This design comes from an exercise in tuning for a short achievable clock period and few clock cycles on the open sky130 flow, not from production work.
In this exercise RTL edits were held to simulation tests only and were not proved equivalent to the original.
Power and IR drop assume default switching activity.

## flow/run.sh

```bash
#!/bin/bash
# synth_recipe.tcl (not shown) runs the flow's synth.tcl, then flattens the netlist and writes it again
# the make line also repeats each setting of config.mk as NAME=value (left out here)
make -C /OpenROAD-flow-scripts/flow DESIGN_CONFIG=/design/flow/config.mk WORK_HOME=/design/flow/orfs CLKGATE_MAP_FILE= SYNTH_SCRIPT=/design/flow/synth_recipe.tcl finish
```

## flow/config.mk

```make
export PLATFORM = sky130hd
export DESIGN_NAME = ARM
export DESIGN_NICKNAME = ARM
export VERILOG_FILES = /design/flow/design.v
export SDC_FILE = /design/flow/constraint.sdc
export NUM_CORES = 4
export LEC_CHECK = 0
export CAP_MARGIN = 20
export CORE_MARGIN = 2
export CORE_UTILIZATION = 40
export PLACE_DENSITY = 0.6
export SETUP_SLACK_MARGIN = 1.0
export SLEW_MARGIN = 20
```

## flow/constraint.sdc

```tcl
create_clock -name core_clock -period 25.0 [get_ports {clk}]
set_input_delay 5.0000 -clock core_clock [delete_from_list [all_inputs] [get_ports {clk}]]
set_output_delay 5.0000 -clock core_clock [all_outputs]
set_load 0.01 [all_outputs]
```

## flow/design.v

```verilog
module adder(first, second, result);
    parameter WIDTH = 32;
    input [WIDTH-1:0]first, second;
    output [WIDTH-1:0]result;
    assign result = first + second;
endmodule
module mux_2_to_1(op1, op2, select, result);
    parameter WIDTH = 32;
    input [WIDTH-1:0] op1, op2;
    input select;
    output [WIDTH-1:0] result;
    assign result = (select == 1'b1) ? op2 : op1;
endmodule
module mux_4_to_1(op1, op2, op3, op4, select, result);
    parameter WIDTH = 32;
    input [WIDTH-1:0] op1, op2, op3, op4;
    input[1:0] select;
    output [WIDTH-1:0] result;
    assign result = (select == 2'b00) ? op1 :
                    (select == 2'b01) ? op2 :
                    (select == 2'b10) ? op3 : op4;
endmodule
module or_module(first, second, result);
    input first, second;
    output result;
    assign result = first | second;
endmodule
module PC_reg(clk, rst, freeze, ld_data, input_data, output_data);
    parameter WIDTH = 32;
    input clk, rst, ld_data, freeze;
    input [WIDTH - 1 :0] input_data;
    output reg [WIDTH - 1:0] output_data;
  always @(posedge clk, negedge rst) begin
    if (~rst) output_data <= 32'b0;
    else if (~freeze && ld_data) output_data <= input_data;
  end
endmodule
module IF_Stage(clk, rst, freeze, Branch_taken, BranchAddr, PC, Instruction, PC_temp, imem_addr, imem_rdata);
    parameter WIDTH = 32;
    input clk, rst, freeze, Branch_taken;
    input [WIDTH-1:0] BranchAddr;
    output [WIDTH-1:0] PC, PC_temp, Instruction;
    output [10:0] imem_addr;
    input [31:0] imem_rdata;
    wire [WIDTH-1:0] mux_out, pc_out, adder_out, inst_out;
    mux_2_to_1 #(
        .WIDTH(32)
    ) mux (
        .op1(adder_out),
        .op2(BranchAddr),
        .select(Branch_taken),
        .result(mux_out)
    );
    PC_reg#(
        .WIDTH(32)
    ) pc (
        .clk(clk),
        .rst(rst),
        .freeze(freeze & ~Branch_taken), 
        .ld_data(1'b1), 
        .input_data(mux_out), 
        .output_data(pc_out)
    );
    adder#(
        .WIDTH(32)
    ) adder (
        .first(32'd1), 
        .second(pc_out), 
        .result(adder_out)
    );
    assign PC = adder_out;
    assign imem_addr = pc_out[10:0];
    assign Instruction = imem_rdata;
    assign PC_temp = pc_out;
endmodule
module IF_reg(
    clk, rst, freeze, flush,
    PC_in, Inst_in,
    PC_out, Inst_out
    );
    parameter WIDTH = 32;
    input clk, rst, freeze, flush;
    input [WIDTH-1:0] PC_in, Inst_in;
    output reg [WIDTH-1:0] PC_out, Inst_out;
    always @(posedge clk or negedge rst) begin
        if(~rst) begin
            PC_out <= 32'b0;
            Inst_out <= 32'hF0000000;
        end
        else if(flush) begin
            PC_out <= 32'b0;
            Inst_out <= 32'hF0000000;
        end
        else if(~freeze) begin
            PC_out <= PC_in;
            Inst_out <= Inst_in;
        end
    end
endmodule
module ControlUnit (Mode, Opcode, S_in, WB_EN, MEM_R_EN, MEM_W_EN, B, S_out, EXE_CMD);
    input[1:0] Mode;
    input[3:0] Opcode;
    input S_in; 
    output reg[3:0] EXE_CMD;
    output reg WB_EN, MEM_R_EN, MEM_W_EN, B, S_out;
    parameter MOV=4'b1101,MVN=4'b1111,ADD=4'b0100,ADC=4'b0101,SUB=4'b0010,SBC=4'b0110,AND=4'b0000,
              ORR=4'b1100,EOR=4'b0001,CMP=4'b1010,TST=4'b1000,LDR=4'b0100,STR=4'b0100;
	always @(*) begin
        {EXE_CMD,WB_EN, MEM_R_EN, MEM_W_EN, B, S_out}=9'b0;
        case (Mode)
            2'b00: begin
                case (Opcode) 
                    MOV: {EXE_CMD, S_out, WB_EN, MEM_R_EN, MEM_W_EN, B}<={4'b0001,S_in,1'b1,1'b0,1'b0,1'b0};
                    MVN: {EXE_CMD, S_out, WB_EN, MEM_R_EN, MEM_W_EN, B}<={4'b1001,S_in,1'b1,1'b0,1'b0,1'b0};
                    ADD: {EXE_CMD, S_out, WB_EN, MEM_R_EN, MEM_W_EN, B}<={4'b0010,S_in,1'b1,1'b0,1'b0,1'b0};
                    ADC: {EXE_CMD, S_out, WB_EN, MEM_R_EN, MEM_W_EN, B}<={4'b0011,S_in,1'b1,1'b0,1'b0,1'b0};
                    SUB: {EXE_CMD, S_out, WB_EN, MEM_R_EN, MEM_W_EN, B}<={4'b0100,S_in,1'b1,1'b0,1'b0,1'b0};
                    SBC: {EXE_CMD, S_out, WB_EN, MEM_R_EN, MEM_W_EN, B}<={4'b0101,S_in,1'b1,1'b0,1'b0,1'b0};
                    AND: {EXE_CMD, S_out, WB_EN, MEM_R_EN, MEM_W_EN, B}<={4'b0110,S_in,1'b1,1'b0,1'b0,1'b0};
                    ORR: {EXE_CMD, S_out, WB_EN, MEM_R_EN, MEM_W_EN, B}<={4'b0111,S_in,1'b1,1'b0,1'b0,1'b0};
                    EOR: {EXE_CMD, S_out, WB_EN, MEM_R_EN, MEM_W_EN, B}<={4'b1000,S_in,1'b1,1'b0,1'b0,1'b0};
                    CMP: {EXE_CMD, S_out, WB_EN, MEM_R_EN, MEM_W_EN, B}<={4'b0100,1'b1,1'b0,1'b0,1'b0,1'b0};
                    TST: {EXE_CMD, S_out, WB_EN, MEM_R_EN, MEM_W_EN, B}<={4'b0110,1'b1,1'b0,1'b0,1'b0,1'b0};
                endcase
            end
            2'b01: begin 
                case (S_in)
                    1'b1: {EXE_CMD, S_out, WB_EN, MEM_R_EN, MEM_W_EN, B}<={4'b0010,1'b1,1'b1,1'b1,1'b0,1'b0};
                    1'b0: {EXE_CMD, S_out, WB_EN, MEM_R_EN, MEM_W_EN, B}<={4'b0010,1'b0,1'b0,1'b0,1'b1,1'b0};
                endcase
            end
            2'b10: begin
                {EXE_CMD, S_out, WB_EN, MEM_R_EN, MEM_W_EN, B}<={4'b0000,1'b0,1'b0,1'b0,1'b0,1'b1};
            end
        endcase
    end
endmodule
module ConditionCheck (Cond, SR, CC_out);
    input[3:0] Cond, SR;
    output reg CC_out;
    parameter EQ=4'b0000, NE=4'b0001, CSHS=4'b0010, CCLO=4'b0011, MI=4'b0100, PL=4'b0101, VS=4'b0110;
    parameter VC=4'b0111, HI=4'b1000, LS=4'b1001, GE=4'b1010, LT=4'b1011, GT=4'b1100, LE=4'b1101, AL=4'b1110;
    wire N,val_Z,C,V; 
    assign V=SR[0];  
    assign C=SR[1];  
    assign val_Z=SR[2];  
    assign N=SR[3];  
    always @(*) begin
        case (Cond)
            EQ: CC_out<=val_Z;
            NE: CC_out<=~val_Z;
            CSHS: CC_out<=C;
            CCLO: CC_out<=~C;
            MI: CC_out<=N;
            PL: CC_out<=~N;
            VS: CC_out<=V;
            VC: CC_out<=~V;
            HI: CC_out<=C&(~val_Z);
            LS: CC_out<=(~C)&val_Z;
            GE: CC_out<=(N==V);
            LT: CC_out<=(N!=V);
            GT: CC_out<=(val_Z==0)&(N==V);
            LE: CC_out<=(val_Z==1)&(N!=V);
            AL: CC_out<=1'b1;
            default: CC_out<=1'b0;
        endcase
    end
endmodule
module RegisterFile (clk, rst, src1, src2, WB_Dest, WB_Value, WB_WB_EN, Val_RN, Val_RM);
    input clk, rst, WB_WB_EN;
    input [3:0] src1, src2, WB_Dest;
    input [31:0] WB_Value;
    output [31:0] Val_RN, Val_RM;
    reg [31:0] registers [0:15];
    integer i;
    always @(negedge clk, negedge rst) begin
        if (~rst) begin
            for (i = 0; i < 16; i = i + 1) begin
                registers[i] <= i;
            end
        end
        else if (WB_WB_EN) begin
            registers[WB_Dest] <= WB_Value;
        end
    end
    assign Val_RN = registers[src1];
    assign Val_RM = registers[src2];
endmodule
module ID #(parameter n=32) (clk, rst, Hazard, WB_WB_en, Inst, PC, WB_Value, SR, WB_Dest,
                             PC_out, EXE_CMD, S_out, B_out, MEM_W_EN_out,
                            MEM_R_EN_out, WB_EN_out, imm_out, Shift_operand, Signed_imm_24, src2, Val_Rn_out, Val_Rm_out, Dest, Two_src,
                            src1_out, src2_out);
input clk, rst, Hazard, WB_WB_en;
input[3:0] SR, WB_Dest;
input[31:0] Inst, PC, WB_Value;
output S_out, B_out, MEM_W_EN_out, MEM_R_EN_out, WB_EN_out, imm_out;
output[3:0] EXE_CMD, Dest, src2, src1_out, src2_out;
output[11:0] Shift_operand;
output[23:0] Signed_imm_24;
output[31:0] PC_out, Val_Rn_out, Val_Rm_out;
output Two_src;
wire s, mem_read, mem_write, wb_en, b_jump, update_s, cc_out, cu_mux_sel, imm;
wire[3:0] Opcode, Cond, exe_cmd, out_mux_RF, Rn, Rd, Rm;
wire[1:0] Mode;
assign Dest = Inst[15:12];
assign Signed_imm_24 = Inst[23:0];
assign imm_out = Inst[25];
assign Shift_operand = Inst[11:0];
assign s = Inst[20];
assign Opcode = Inst[24:21];
assign Mode = Inst[27:26];
assign Cond = Inst[31:28];
assign Rn = Inst[19:16];
assign src2 = out_mux_RF;
assign Rd = Inst[15:12];
assign Rm = Inst[3:0];
assign PC_out = PC;
assign imm = imm_out;
mux_2_to_1 #(4) MUX_RF(.op1(Rm), .op2(Rd), .select(mem_write), .result(out_mux_RF));
RegisterFile RF(.clk(clk), .rst(rst), .src1(Rn), .src2(out_mux_RF), .WB_Dest(WB_Dest), .WB_Value(WB_Value), .WB_WB_EN(WB_WB_en), .Val_RN(Val_Rn_out), .Val_RM(Val_Rm_out));
ControlUnit CU(.Mode(Mode), .Opcode(Opcode), .S_in(s), .WB_EN(wb_en), .MEM_R_EN(mem_read), .MEM_W_EN(mem_write), .B(b_jump), .S_out(update_s), .EXE_CMD(exe_cmd));
ConditionCheck CC(.Cond(Cond), .SR(SR), .CC_out(cc_out));
assign cu_mux_sel = (~cc_out) | Hazard;
assign {EXE_CMD, S_out, B_out, MEM_W_EN_out, MEM_R_EN_out, WB_EN_out} = cu_mux_sel ? {9'b0} : {exe_cmd, update_s, b_jump, mem_write, mem_read, wb_en};
assign Two_src = ~imm | mem_write;
assign src1_out = Rn;
assign src2_out = out_mux_RF;
endmodule
    module IDReg #(parameter n=32)(clk, rst, Flush, S, B, imm, MEM_R_EN, MEM_W_EN, WB_EN, EXE_CMD, SR, Dest
                              , Val_Rm, Val_Rn, PC, Signed_imm_24, Shift_operand, S_out, B_out, MEM_R_EN_out
                              , MEM_W_EN_out, WB_EN_out, imm_out, EXE_CMD_out, Dest_out, SR_out, Val_Rm_out
                              , Val_Rn_out, PC_out, Signed_imm_24_out, Shift_operand_out, src1_in, src2_in, src1_out, src2_out);
    input clk, rst, Flush, S, B, imm, MEM_R_EN, MEM_W_EN, WB_EN;
    input [3:0] EXE_CMD, SR, Dest, src1_in, src2_in;
    input[n-1:0] Val_Rm, Val_Rn, PC;
    input[23:0] Signed_imm_24;
    input [11:0] Shift_operand; 
    output reg S_out, B_out, MEM_R_EN_out, MEM_W_EN_out, WB_EN_out, imm_out;
    output reg [3:0] EXE_CMD_out, Dest_out, SR_out, src1_out, src2_out; 
    output reg[n-1:0] Val_Rm_out, Val_Rn_out, PC_out; 
    output reg[23:0] Signed_imm_24_out;
    output reg [11:0] Shift_operand_out;
    always @(posedge clk,negedge rst) begin
            if(~rst) begin
                {S_out, B_out, MEM_R_EN_out, MEM_W_EN_out, WB_EN_out, imm_out}<=6'd0;
                {EXE_CMD_out, Dest_out, SR_out} <= {3*4'b0};
                {Val_Rm_out, Val_Rn_out, PC_out}<={3*32'b0};
                {Signed_imm_24_out}<={24'b0};
                {Shift_operand_out} <= {12'b0};
                {src1_out, src2_out} <= {2*4'b0};
            end
            else
                case (Flush)
                    1'b1: begin
                        {S_out, B_out, MEM_R_EN_out, MEM_W_EN_out, WB_EN_out, imm_out}<=6'd0;
                        {EXE_CMD_out, Dest_out, SR_out} <= {3*4'b0};
                        {Val_Rm_out, Val_Rn_out, PC_out}<={3*32'b0};
                        {Signed_imm_24_out}<={24'b0};
                        {Shift_operand_out} <= {12'b0};
                        {src1_out, src2_out} <= {2*4'b0};
                    end
                    1'b0: begin
                        {S_out, B_out, MEM_R_EN_out, MEM_W_EN_out, WB_EN_out, imm_out}<={S, B, MEM_R_EN, MEM_W_EN, WB_EN, imm};
                        {EXE_CMD_out, Dest_out, SR_out} <= {EXE_CMD, Dest, SR};
                        {Val_Rm_out, Val_Rn_out, PC_out}<={Val_Rm, Val_Rn, PC};
                        {Signed_imm_24_out}<={Signed_imm_24};
                        {Shift_operand_out} <= {Shift_operand};
                        {src1_out, src2_out} <= {src1_in, src2_in};
                    end
                endcase
        end
endmodule
module Val2Generate(Val_Rm, Shift_operand, imm, ld_str, result);
    input imm, ld_str;
    input [11:0] Shift_operand;
    input [31:0] Val_Rm;
    output reg [31:0] result;
    wire[3:0] rotate_imm = Shift_operand[11:8];
    wire[7:0] immed_8 = Shift_operand[7:0];
    wire[4:0] shift_imm = Shift_operand[11:7];
    wire[1:0] shift = Shift_operand[6:5];
    wire[4:0] rot_amt = {rotate_imm, 1'b0};
    wire[63:0] imm_rot = {24'b0, immed_8, 24'b0, immed_8} >> rot_amt;
    wire[63:0] rm_rot = {Val_Rm, Val_Rm} >> shift_imm;
    always @(Val_Rm, Shift_operand, imm, ld_str, imm_rot, rm_rot) begin
        result = 32'b0;
        if (ld_str) begin  
            result = {{20{Shift_operand[11]}}, Shift_operand};
        end
        else if (imm) begin 
            result = imm_rot[31:0];
        end
        else begin 
            case (shift)
                    2'b00: result = Val_Rm << shift_imm;    
                    2'b01: result = Val_Rm >> shift_imm; 
                    2'b10: result = $signed(Val_Rm) >>> shift_imm;  
                    2'b11: begin                                    
                        result = rm_rot[31:0];
                    end
            endcase
        end    
    end
endmodule
module ALU(Cin, Val1, Val2, EXE_CMD, ALU_Res, Status_bits);
    input Cin;
    input [3:0] EXE_CMD;
    input [31:0] Val1, Val2;
    output [3:0] Status_bits;
    output reg [31:0] ALU_Res;
    reg [32:0] temp_res;
    reg C;
    reg V;
    wire Z; 
    wire N; 
    wire [31:0] Cin_ext = {{31{1'b0}}, Cin};
    wire [31:0] not_Cin_ext = {{31{1'b0}}, ~Cin};
    wire [3:0] new_SR;
    always @(*) begin
        {C, V} = 2'b0;
        temp_res = 33'd0;
        case(EXE_CMD)
            4'b0001 : begin  
                ALU_Res = Val2;
                C = 0; 
                V = 0;
            end
            4'b1001 : begin  
                ALU_Res = ~Val2;
                C = 0; 
                V = 0;
            end
            4'b0010 : begin  
                temp_res = {1'b0, Val1} + {1'b0, Val2};
                ALU_Res = temp_res[31:0];
                C = temp_res[32]; 
                V = (Val1[31] == Val2[31]) && (ALU_Res[31] != Val1[31]); 
            end
            4'b0011 : begin  
                temp_res = {1'b0, Val1} + {1'b0, Val2} + Cin_ext;
                ALU_Res = temp_res[31:0];
                C = temp_res[32]; 
                V = (Val1[31] == Val2[31]) && (ALU_Res[31] != Val1[31]); 
            end
            4'b0100 : begin  
                temp_res = {Val1[31], Val1} - {Val2[31], Val2};
                ALU_Res = temp_res[31:0];
                C = temp_res[32];
                V = (Val1[31] != Val2[31]) && (ALU_Res[31] != Val1[31]); 
            end
            4'b0101 : begin  
                temp_res = {Val1[31], Val1} - {Val2[31], Val2} - not_Cin_ext;
                ALU_Res = temp_res[31:0];
                C = temp_res[32];
                V = (Val1[31] != Val2[31]) && (ALU_Res[31] != Val1[31]); 
            end
            4'b0110 : begin  
                ALU_Res = Val1 & Val2;
                C = 0; 
                V = 0;
            end
            4'b0111 : begin  
                ALU_Res = Val1 | Val2;
                C = 0; 
                V = 0;
            end
            4'b1000 : begin  
                ALU_Res = Val1 ^ Val2;
                C = 0; 
                V = 0;
            end
            4'b0100 : begin  
                temp_res = {1'b0, Val1} - {1'b0, Val2};
                ALU_Res = temp_res[31:0];
                C = ~temp_res[32];
                V = (Val1[31] == Val2[31]) && (ALU_Res[31] != Val1[31]); 
            end
            4'b0110 : begin  
                ALU_Res = Val1 & Val2;
                C = 0; 
                V = 0;
            end
            default : begin
                ALU_Res = 32'd0;
                C = 0; 
                V = 0;
            end
        endcase
    end
    assign Z = (ALU_Res == 32'd0) ? 1'b1 : 1'b0;
    assign N = ALU_Res[31];
    assign Status_bits = {N, Z, C, V};
    assign new_SR = {Z, C, N, V};
endmodule
module EXE_Stage #(parameter n=32) (clk, rst, c, PC, WB_EN_in, MEM_R_EN_in, MEM_W_EN_in, EXE_CMD,
                                    Val1, Val_Rm_in, shift_operand, imm, signed_imm_24, Dest_in,
                                    WB_EN_out, MEM_R_EN_out, MEM_W_EN_out, ALU_res, Val_Rm_out, Dest_out,
                                    Status_bits, branch_address, ALU_Res_Frwrd, WB_Value_Frwrd, Sel_src1, Sel_src2);
    input clk, rst, c, WB_EN_in, MEM_R_EN_in, MEM_W_EN_in, imm;
    input[1:0] Sel_src1, Sel_src2;
    input[3:0] EXE_CMD, Dest_in;
    input[11:0] shift_operand;
    input[23:0] signed_imm_24;
    input[n-1:0] PC, Val1, Val_Rm_in, ALU_Res_Frwrd, WB_Value_Frwrd;
    output WB_EN_out, MEM_R_EN_out, MEM_W_EN_out;
    output[3:0] Dest_out, Status_bits;
    output[n-1:0] ALU_res, Val_Rm_out, branch_address;
    wire or_out;
    or_module OR(.first(MEM_R_EN_in), .second(MEM_W_EN_in), .result(or_out));
    wire[n-1:0] Val2_t, Val2;
    Val2Generate VAL2GEN(.Val_Rm(Val2_t), .Shift_operand(shift_operand), .imm(imm), .ld_str(or_out), .result(Val2));
    wire[n-1:0] Val1_t;
    ALU ALU(.Cin(c), .Val1(Val1_t), .Val2(Val2), .EXE_CMD(EXE_CMD), .ALU_Res(ALU_res), .Status_bits(Status_bits));
    adder Adder(.first(PC), .second({{8{signed_imm_24[23]}}, signed_imm_24}), .result(branch_address));
    mux_4_to_1 Mux_up(.op1(Val1), .op2(ALU_Res_Frwrd), .op3(WB_Value_Frwrd), .op4(32'd0), .select(Sel_src1), .result(Val1_t));
    mux_4_to_1 Mux_down(.op1(Val_Rm_in), .op2(ALU_Res_Frwrd), .op3(WB_Value_Frwrd), .op4(32'd0), .select(Sel_src2), .result(Val2_t));
    assign WB_EN_out = WB_EN_in;
    assign MEM_R_EN_out = MEM_R_EN_in;
    assign MEM_W_EN_out = MEM_W_EN_in;
    assign Val_Rm_out = Val2_t;
    assign Dest_out = Dest_in;
endmodule
module EXEReg #(parameter n=32)(clk, rst, WB_EN_in, MEM_R_EN_in, MEM_W_EN_in, ALU_Res_in, Val_Rm_in, Dest_in,
                                WB_EN_out, MEM_R_EN_out, MEM_W_EN_out, ALU_Res_out, Val_Rm_out, Dest_out);
    input clk, rst, WB_EN_in, MEM_R_EN_in, MEM_W_EN_in;
    input[3:0] Dest_in;
    input[n-1:0] ALU_Res_in, Val_Rm_in;
    output reg WB_EN_out, MEM_R_EN_out, MEM_W_EN_out;
    output reg[3:0] Dest_out;
    output reg[n-1:0] ALU_Res_out, Val_Rm_out;
    always @(posedge clk,negedge rst) begin
            if(~rst) begin
                {WB_EN_out, MEM_R_EN_out, MEM_W_EN_out}<=3'b0;
                Dest_out <= 4'b0;
                {ALU_Res_out, Val_Rm_out}<={2*32'b0};
            end
            else begin
                WB_EN_out <= WB_EN_in;
                MEM_R_EN_out <= MEM_R_EN_in;
                MEM_W_EN_out <= MEM_W_EN_in;
                Dest_out <= Dest_in;
                ALU_Res_out <= ALU_Res_in;
                Val_Rm_out <= Val_Rm_in;
            end
        end
endmodule
module MEMReg #(parameter n=32)(clk, rst, MEM_R_EN_in, WB_EN_in, DEST_in, ALU_Res_in, Data_Memory_in,
                                MEM_R_EN_out, WB_EN_out, DEST_out, ALU_Res_out, Data_Memory_out);
    input clk, rst, MEM_R_EN_in, WB_EN_in;
    input[3:0] DEST_in;
    input [n-1:0] ALU_Res_in, Data_Memory_in;
    output reg MEM_R_EN_out, WB_EN_out;
    output reg[3:0] DEST_out;
    output reg [n-1:0] ALU_Res_out, Data_Memory_out;
    always @(posedge clk,negedge rst) begin
            if(~rst) begin
                {MEM_R_EN_out, WB_EN_out}<=2'b0;
                DEST_out <= 4'b0;
                {ALU_Res_out, Data_Memory_out}<={2*32'b0};
            end
            else begin
                MEM_R_EN_out <= MEM_R_EN_in;
                WB_EN_out <= WB_EN_in;
                DEST_out <= DEST_in;
                ALU_Res_out <= ALU_Res_in;
                Data_Memory_out <= Data_Memory_in;
            end
        end
endmodule
module StatusReg(clk, rst, Status_bits, S, SR);
    input clk, rst, S;
    input [3:0] Status_bits;
    output reg [3:0] SR;
  always @(negedge clk, negedge rst) begin
    if (~rst) SR <= 4'b0;
    else if (S) SR <= Status_bits;
  end
endmodule
module Forwarding_Unit(src1, src2, MEM_WB_EN, Forwarding_EN, MEM_Dest, WB_Dest, WB_WB_EN, Sel_src1, Sel_src2);
    input MEM_WB_EN, WB_WB_EN, Forwarding_EN;
    input [3:0] src1, src2, WB_Dest, MEM_Dest;
    output reg [1:0] Sel_src1, Sel_src2;
    always @(*) begin
        if(Forwarding_EN == 1'b0)begin
            Sel_src1 = 2'b00;
            Sel_src2 = 2'b00;
        end
        else begin
            Sel_src1 = (src1 == MEM_Dest && MEM_WB_EN) ? 2'd1 : (src1 == WB_Dest && WB_WB_EN) ? 2'd2 : 2'd0;
            Sel_src2 = (src2 == MEM_Dest && MEM_WB_EN) ? 2'd1 : (src2 == WB_Dest && WB_WB_EN) ? 2'd2 : 2'd0;
        end
    end
endmodule
module Hazard_Detection_Unit(src1, src2, Two_src, MEM_WB_EN, EXE_WB_EN, Mem_Dest, EXE_Dest, Hazard, Forwarding_EN, EXE_MEM_R_EN);
    input  MEM_WB_EN, EXE_WB_EN, Two_src, Forwarding_EN, EXE_MEM_R_EN;
    input[3:0] src1, src2, Mem_Dest, EXE_Dest;
    output reg Hazard;
    always@(*) begin  
        if(Forwarding_EN) begin
            if(EXE_MEM_R_EN)
                if(((src1==EXE_Dest) && (EXE_WB_EN)) || ((src2==EXE_Dest) && (EXE_WB_EN) && (Two_src)) ||
                ((src1==Mem_Dest) && (MEM_WB_EN)) || ((src2==Mem_Dest) && (MEM_WB_EN) && (Two_src)))
                    Hazard = 1'b1;
                else
                    Hazard = 1'b0;
            else
                Hazard = 1'b0;
        end
        else begin
            if(((src1==EXE_Dest) && (EXE_WB_EN)) || ((src2==EXE_Dest) && (EXE_WB_EN) && (Two_src)) ||
            ((src1==Mem_Dest) && (MEM_WB_EN)) || ((src2==Mem_Dest) && (MEM_WB_EN) && (Two_src)))
                Hazard = 1'b1;
            else
                Hazard = 1'b0;
        end    
    end
endmodule
module ARM(clk, rst, Frwrd_EN, imem_addr, imem_rdata, dmem_addr, dmem_wdata, dmem_we, dmem_rdata,
           wb_en, wb_dest, wb_value);
    parameter WIDTH = 32;
    input clk, rst, Frwrd_EN;
    output [10:0] imem_addr;
    input [31:0] imem_rdata;
    output [10:0] dmem_addr;
    output [31:0] dmem_wdata;
    output dmem_we;
    input [31:0] dmem_rdata;
    output wb_en;
    output [3:0] wb_dest;
    output [31:0] wb_value;
    wire [WIDTH-1:0] IF_pc, IF_inst, IF_PC_out, IF_Inst_out, ID_out, Exe_out, Mem_out, branch_address_EXE;
    wire B_out_IDR, Hazard;
    wire MEM_R_EN_out_MEMR, WB_EN_out_MEMR;
    wire[3:0] DEST_out_MEMR;
    wire[31:0] ALU_Res_out_MEMR, Data_Memory_out_MEMR, WB_Value;
    wire[3:0] Status_Reg_out;
    IF_Stage #(
        .WIDTH(32)
    ) IF (
        .clk(clk),
        .rst(rst),
        .freeze(Hazard),
        .Branch_taken(B_out_IDR),
        .BranchAddr(branch_address_EXE),
        .PC(IF_pc),
        .Instruction(IF_inst),
        .imem_addr(imem_addr),
        .imem_rdata(imem_rdata)
    );
    IF_reg #(
        .WIDTH(32)
    ) IF_reg (
        .clk(clk),
        .rst(rst),
        .freeze(Hazard),
        .flush(B_out_IDR),
        .PC_in(IF_pc),
        .Inst_in(IF_inst),
        .PC_out(IF_PC_out),
        .Inst_out(IF_Inst_out)
    );
    wire[3:0] EXE_CMD_ID, src2_ID, Dest_out;
    wire[11:0] Shift_operand_ID;
    wire[23:0] Signed_imm_24_ID;
    wire[31:0] PC_ID, Val_Rn_ID, Val_Rm_ID;
    wire S_out_ID, B_out_ID, MEM_W_EN_out_ID, MEM_R_EN_out_ID, WB_EN_out_ID;
    wire MEM_R_EN_out_IDR, MEM_W_EN_out_IDR, WB_EN_out_IDR, imm_out_ID, Two_src;
    wire[3:0] EXE_CMD_out_IDR, Dest_out_IDR, SR_out, src1_out_ID, src2_out_ID;
    wire[11:0] Shift_operand_out_IDR;
    wire[23:0] Signed_imm_24_out_IDR;
    wire[31:0] PC_out_IDR, Val_Rn_out_IDR, Val_Rm_out_IDR;
    ID #(
        .n(32)
    ) ID_stage (
        .clk(clk),
        .rst(rst),
        .Hazard(Hazard),
        .WB_WB_en(WB_EN_out_MEMR),
        .Inst(IF_Inst_out),
        .PC(IF_PC_out),
        .WB_Value(WB_Value),
        .SR(Status_Reg_out),
        .WB_Dest(DEST_out_MEMR),
        .PC_out(PC_ID),
        .EXE_CMD(EXE_CMD_ID),
        .S_out(S_out_ID),
        .B_out(B_out_ID),
        .MEM_W_EN_out(MEM_W_EN_out_ID),
        .MEM_R_EN_out(MEM_R_EN_out_ID),
        .WB_EN_out(WB_EN_out_ID),
        .imm_out(imm_out_ID),
        .Shift_operand(Shift_operand_ID),
        .Signed_imm_24(Signed_imm_24_ID),
        .src2(src2_ID),
        .Val_Rn_out(Val_Rn_ID),
        .Val_Rm_out(Val_Rm_ID),
        .Dest(Dest_out),
        .Two_src(Two_src),
        .src1_out(src1_out_ID),
        .src2_out(src2_out_ID)
    );
    wire[3:0] src1_out_IDR, src2_out_IDR;
    IDReg #(
        .n(32)
    ) ID_reg (
        .clk(clk),
        .rst(rst),
        .Flush(B_out_IDR),
        .S(S_out_ID),
        .B(B_out_ID),
        .imm(imm_out_ID),
        .MEM_R_EN(MEM_R_EN_out_ID),
        .MEM_W_EN(MEM_W_EN_out_ID),
        .WB_EN(WB_EN_out_ID),
        .EXE_CMD(EXE_CMD_ID),
        .SR(Status_Reg_out),
        .Dest(Dest_out),
        .Val_Rm(Val_Rm_ID),
        .Val_Rn(Val_Rn_ID),
        .PC(IF_PC_out),
        .Signed_imm_24(Signed_imm_24_ID),
        .Shift_operand(Shift_operand_ID),
        .S_out(S_out_IDR),
        .B_out(B_out_IDR),
        .MEM_R_EN_out(MEM_R_EN_out_IDR),
        .MEM_W_EN_out(MEM_W_EN_out_IDR),
        .WB_EN_out(WB_EN_out_IDR),
        .imm_out(imm_out_IDR),
        .EXE_CMD_out(EXE_CMD_out_IDR),
        .Dest_out(Dest_out_IDR),
        .SR_out(SR_out),
        .Val_Rm_out(Val_Rm_out_IDR),
        .Val_Rn_out(Val_Rn_out_IDR),
        .PC_out(PC_out_IDR),
        .Signed_imm_24_out(Signed_imm_24_out_IDR),
        .Shift_operand_out(Shift_operand_out_IDR),
        .src1_in(src1_out_ID),
        .src2_in(src2_out_ID),
        .src1_out(src1_out_IDR),
        .src2_out(src2_out_IDR)
    );
    wire WB_EN_out_EXE, MEM_R_EN_out_EXE, MEM_W_EN_out_EXE;
    wire[3:0] Dest_out_EXE, Status_bits_EXE;
    wire[31:0] ALU_res_EXE, Val_Rm_out_EXE;
    wire WB_EN_out_EXER, MEM_R_EN_out_EXER, MEM_W_EN_out_EXER;
    wire[3:0] Dest_out_EXER;
    wire[31:0] ALU_Res_out_EXER, Val_Rm_out_EXER;
    wire[1:0] Sel_src1_frwrd, Sel_src2_frwrd;
    Forwarding_Unit forwarding_unit(
        .src1(src1_out_IDR),
        .src2(src2_out_IDR),
        .MEM_WB_EN(WB_EN_out_EXER), 
        .Forwarding_EN(Frwrd_EN), 
        .MEM_Dest(Dest_out_EXER), 
        .WB_Dest(DEST_out_MEMR), 
        .WB_WB_EN(WB_EN_out_MEMR), 
        .Sel_src1(Sel_src1_frwrd), 
        .Sel_src2(Sel_src2_frwrd));
    EXE_Stage #(
        .n(32)
    ) EXE_stage (
        .clk(clk),
        .rst(rst),
        .c(SR_out[1]),
        .PC(PC_out_IDR),
        .WB_EN_in(WB_EN_out_IDR),
        .MEM_R_EN_in(MEM_R_EN_out_IDR),
        .MEM_W_EN_in(MEM_W_EN_out_IDR),
        .EXE_CMD(EXE_CMD_out_IDR),
        .Val1(Val_Rn_out_IDR),
        .Val_Rm_in(Val_Rm_out_IDR),
        .shift_operand(Shift_operand_out_IDR),
        .imm(imm_out_IDR),
        .signed_imm_24(Signed_imm_24_out_IDR),
        .Dest_in(Dest_out_IDR),
        .WB_EN_out(WB_EN_out_EXE),
        .MEM_R_EN_out(MEM_R_EN_out_EXE),
        .MEM_W_EN_out(MEM_W_EN_out_EXE),
        .ALU_res(ALU_res_EXE),
        .Val_Rm_out(Val_Rm_out_EXE),
        .Dest_out(Dest_out_EXE),
        .Status_bits(Status_bits_EXE),
        .branch_address(branch_address_EXE),
         .ALU_Res_Frwrd(ALU_Res_out_EXER), 
         .WB_Value_Frwrd(WB_Value), 
         .Sel_src1(Sel_src1_frwrd), 
         .Sel_src2(Sel_src2_frwrd)
        );
    EXEReg #(
        .n(32)
    ) EXE_reg (
        .clk(clk),
        .rst(rst),
        .WB_EN_in(WB_EN_out_EXE),
        .MEM_R_EN_in(MEM_R_EN_out_EXE), 
        .MEM_W_EN_in(MEM_W_EN_out_EXE), 
        .ALU_Res_in(ALU_res_EXE), 
        .Val_Rm_in(Val_Rm_out_EXE), 
        .Dest_in(Dest_out_EXE),
        .WB_EN_out(WB_EN_out_EXER), 
        .MEM_R_EN_out(MEM_R_EN_out_EXER), 
        .MEM_W_EN_out(MEM_W_EN_out_EXER), 
        .ALU_Res_out(ALU_Res_out_EXER), 
        .Val_Rm_out(Val_Rm_out_EXER), 
        .Dest_out(Dest_out_EXER)
        );
    wire [31:0] Data_Memory;
    assign dmem_addr = ALU_Res_out_EXER[10:0];
    assign dmem_wdata = Val_Rm_out_EXER;
    assign dmem_we = MEM_W_EN_out_EXER;
    assign Data_Memory = dmem_rdata;
    MEMReg #(
        .n(32)
    ) MEM_reg (
        .clk(clk),
        .rst(rst), 
        .MEM_R_EN_in(MEM_R_EN_out_EXER), 
        .WB_EN_in(WB_EN_out_EXER), 
        .DEST_in(Dest_out_EXER), 
        .ALU_Res_in(ALU_Res_out_EXER), 
        .Data_Memory_in(Data_Memory),
        .MEM_R_EN_out(MEM_R_EN_out_MEMR), 
        .WB_EN_out(WB_EN_out_MEMR), 
        .DEST_out(DEST_out_MEMR), 
        .ALU_Res_out(ALU_Res_out_MEMR),
        .Data_Memory_out(Data_Memory_out_MEMR)
        );
    mux_2_to_1 WB_stage(
        .op1(ALU_Res_out_MEMR), 
        .op2(Data_Memory_out_MEMR), 
        .select(MEM_R_EN_out_MEMR), 
        .result(WB_Value));
    StatusReg Status_Register (
        .clk(clk), 
        .rst(rst), 
        .Status_bits(Status_bits_EXE), 
        .S(S_out_IDR), 
        .SR(Status_Reg_out)
        );
    Hazard_Detection_Unit hazard_detection_unit(
        .src1(IF_Inst_out[19:16]), 
        .src2(src2_ID), 
        .Two_src(Two_src),
        .MEM_WB_EN(WB_EN_out_EXER), 
        .EXE_WB_EN(WB_EN_out_EXE),
        .Mem_Dest(Dest_out_EXER), 
        .EXE_Dest(Dest_out_EXE), 
        .Hazard(Hazard),
        .Forwarding_EN(Frwrd_EN),
        .EXE_MEM_R_EN(MEM_R_EN_out_IDR)
        );
    assign wb_en = WB_EN_out_MEMR;
    assign wb_dest = DEST_out_MEMR;
    assign wb_value = WB_Value;
endmodule
```

==> out/results.ini <==
[logic_synthesis]
ys.flop_type=dfrtn_1
ys_async_sr_fraction_pct=100.0
synth_edf_count=0
syn_area_um2=50540
ys_ff_latch=821
yosysSeqAreaShare_pct=40.74
postSynthCellCount=5979
syn-num-nets=6160
ys_types=98
yosys_warnings=16
postSynthAreaPerCell_um2=8.453

[floorplanning]
die_y_um=359.5
row_count=130
start_util_pct=40.25
core-area_um2=125600
die_area_um2=129200
ioPinCount=159
die_w_um=359.5

[placed_design]
io_buffer_count=158
place_ws_ps=-1153
hpwl_um=191800
gp_congestion=1.097

[finish]
nets=6987
drive_above_1_share_pct=24.46
final_util_pct=52.68
multi_input_area_um2=29700
seqCellArea_um2=20600
final_cell_mix=982 x buf_4, 723 x nor2_1, 537 x a21oi_1
n_fill_cell=11810
area_growth_pct=30.87
layout.cells.most_common=buf_4

[worst_hold_path]
hold_start=EXE_reg.MEM_R_EN_out
min_to=MEM_reg.MEM_R_EN_out
min_path_type=flip-flop to flip-flop
hold_depth=0

[global_routing]
grt_pass1_vias=52300
grt_max_degree=176
grt_usage_pct=41.31
overflow=0
antenna_found_initial=25
grt_pass1_wl_um=387100

[sta]
skew_ps=107.8
worstMarginPinSlew_ps=1147
rsz0062_at_grt=true
slew-limit-headroom_pct=22.73
hold_viol_final=0
setup_viol=0
fin_ws_ps=779.9
drv_slew=0

[power]
p_leak_nw=28.82
vdd_drop_max_v=0.0001170
seqPwrFrac_pct=19.8
p_comb_share_pct=68.0
p_int_w=0.006110
swShare_pct=48.87
switching_power_w=0.005839
power_frac_clock_pct=12.2
powerDensity_nw_per_um2=180.6

[critical_path]
path_common_cell=buf_4
cp_slowest_cell=or4b_4
critPathCaptureType=flip-flop
worst-path-max-fanout=5
critPathLaunch=Frwrd_EN
crit_buf_inv=9
slowest_delay_ps=550
critPathLaunchType=primary input
critPathKind=primary input to flip-flop
r2r_slack_ps=3160
timing.rr.end=Status_Register.SR[2]
reg2reg_depth=35
arrival_ps=12450
worstReg2RegStart=MEM_reg.MEM_R_EN_out
cp_top_family=simple AND/OR/NAND/NOR gates
crit_required_ps=13230

[detailed_routing]
ant_nets=0
drt-pass1-iter-count=8
post-route-drc-count=0
wl_per_cell_um=32.29
drtIter0Drc=7339
vias_per_cell=6.410
wirelength_um=275800
num_vias=54750

[clock_tree]
cts.path.max_buffers=3
cts_root_buf=clkbuf_16
cts-buffers-inserted=93
cts_tree=done
htreeDepth=3
cts_hold_buf=0
clock_latency_ps=760
clk_pin_slew_ps=60
cts.sinks=821

[job]
drv_cap=0

[run_status]
status=complete, no violations

-- metal layers --
metal	track usage (%)	part of all wire, %
met1	52.91	39
met2	61.96	43
met3	11.88	11
met4	24.54	7.4
met5	0	0.026
-- power by group through the flow --
| stage | clock network, W | registers, W | logic, W |
|---|---|---|---|
| 2_1_floorplan | 0.00000806 | 0.00217 | 0.00358 |
| 3_3_place_gp | 0.00000806 | 0.00236 | 0.00716 |
| 3_5_place_dp | 0.00000806 | 0.00237 | 0.00716 |
| 4_1_cts | 0.00147 | 0.00236 | 0.00758 |
| 5_1_grt | 0.00153 | 0.00243 | 0.00849 |
| 6_report | 0.00146 | 0.00237 | 0.00812 |
-- through the flow --
step | instance area (um^2) | total power, W | cells | hold WS, ps | TNS (ps)
finish | 66150 | 0.01195 | 8541 | 346.6 | 0
global route | 66120 | 0.01244 | 8532 | 358.8 | 0
CTS | 65070 | 0.01141 | 8495 | 347.9 | 0
detailed placement | 60190 | 0.009536 | 8233 | 345.7 | -4080
global placement | 60190 | 0.009523 | 8233 | 336.5 | -3969
floorplan | 50820 | 0.005758 | 5979 | 331.2 | 0
-- how the worst max path moves through the flow --
| stage | endpoint | cells past startpoint |
|---|---|---|
| after detailed placement | Status_Register.SR[2] | 33 |
| final | Status_Register.SR[2] | 35 |
| after global placement | Status_Register.SR[2] | 34 |
| after CTS | Status_Register.SR[2] | 33 |
| after floorplan | Status_Register.SR[2] | 31 |
| after global routing | Status_Register.SR[2] | 35 |
-- logic make-up after synthesis --
family / Yosys count / share of synthesized area (%)
AO/OA/AOI/OAI: 2003 / 26.51
XOR/XNOR: 177 / 3.082
multiplexers: 139 / 3.124
buffers and inverters: 681 / 5.268
adder cells (fa/ha/maj): 114 / 2.867
flip-flops: 821 / 40.74
AND/OR/NAND/NOR: 2044 / 18.41
-- cell usage after synthesis, drive strengths merged (19+ instances only) --
| master | instances | area share [%] |
|---|---|---|
| a211o | 21 | 0.36 |
| a211oi | 59 | 0.90 |
| a21o | 31 | 0.46 |
| a21oi | 559 | 5.5 |
| a221oi | 100 | 1.7 |
| a22o | 66 | 1.1 |
| a22oi | 377 | 5.6 |
| a31oi | 33 | 0.41 |
| and2 | 39 | 0.48 |
| and3 | 39 | 0.48 |
| buf | 83 | 0.82 |
| clkbuf | 409 | 3.0 |
| dfrtn | 484 | 24 |
| dfrtp | 301 | 15 |
| dfstp | 36 | 1.9 |
| ha | 111 | 2.7 |
| inv | 183 | 1.4 |
| mux2i | 110 | 2.2 |
| nand2 | 500 | 3.7 |
| nand2b | 34 | 0.42 |
| nand3 | 162 | 1.6 |
| nand4 | 100 | 1.2 |
| nor2 | 777 | 5.8 |
| nor2b | 54 | 0.67 |
| nor3 | 173 | 1.7 |
| nor4 | 40 | 0.52 |
| o2111ai | 20 | 0.35 |
| o211ai | 61 | 0.91 |
| o21ai | 356 | 3.5 |
| o221a | 34 | 0.76 |
| o221ai | 21 | 0.36 |
| o22ai | 33 | 0.41 |
| o311ai | 19 | 0.33 |
| o31ai | 23 | 0.34 |
| or3 | 56 | 0.69 |
| xnor2 | 119 | 2.1 |
| xor2 | 58 | 1.0 |
-- flip-flops by register name, summed over array words and instances (netlist names), 32 cells and up --
register                 flops
ID_stage.RF.registers      512
EXE_reg.ALU_Res_out         32
EXE_reg.Val_Rm_out          32
ID_reg.Val_Rm_out           32
ID_reg.Val_Rn_out           32
IF_reg.Inst_out             32
MEM_reg.ALU_Res_out         32
MEM_reg.Data_Memory_out     32
-- final cells by class --
cell class / instances / share of cell area (%)
inverters: 188 / 1.073
well taps: 1650 / 3.121
multi-input cells: 4477 / 44.90
clock buffers: 136 / 4.048
flip-flops and latches: 821 / 31.14
diodes: 9 / 0.03405
clock inverters: 67 / 0.9552
repair buffers: 1193 / 14.72
-- repair_timing --
action / CTS / global route
gates resized for setup: 222 / 145
pin swaps: 99 / 75
gates cloned: 2 / 1
endpoints found under the setup margin: 4 / 4
setup buffers: 58 / 33
Testbench counts, summed over its fixed seeds: cycles 14,947.
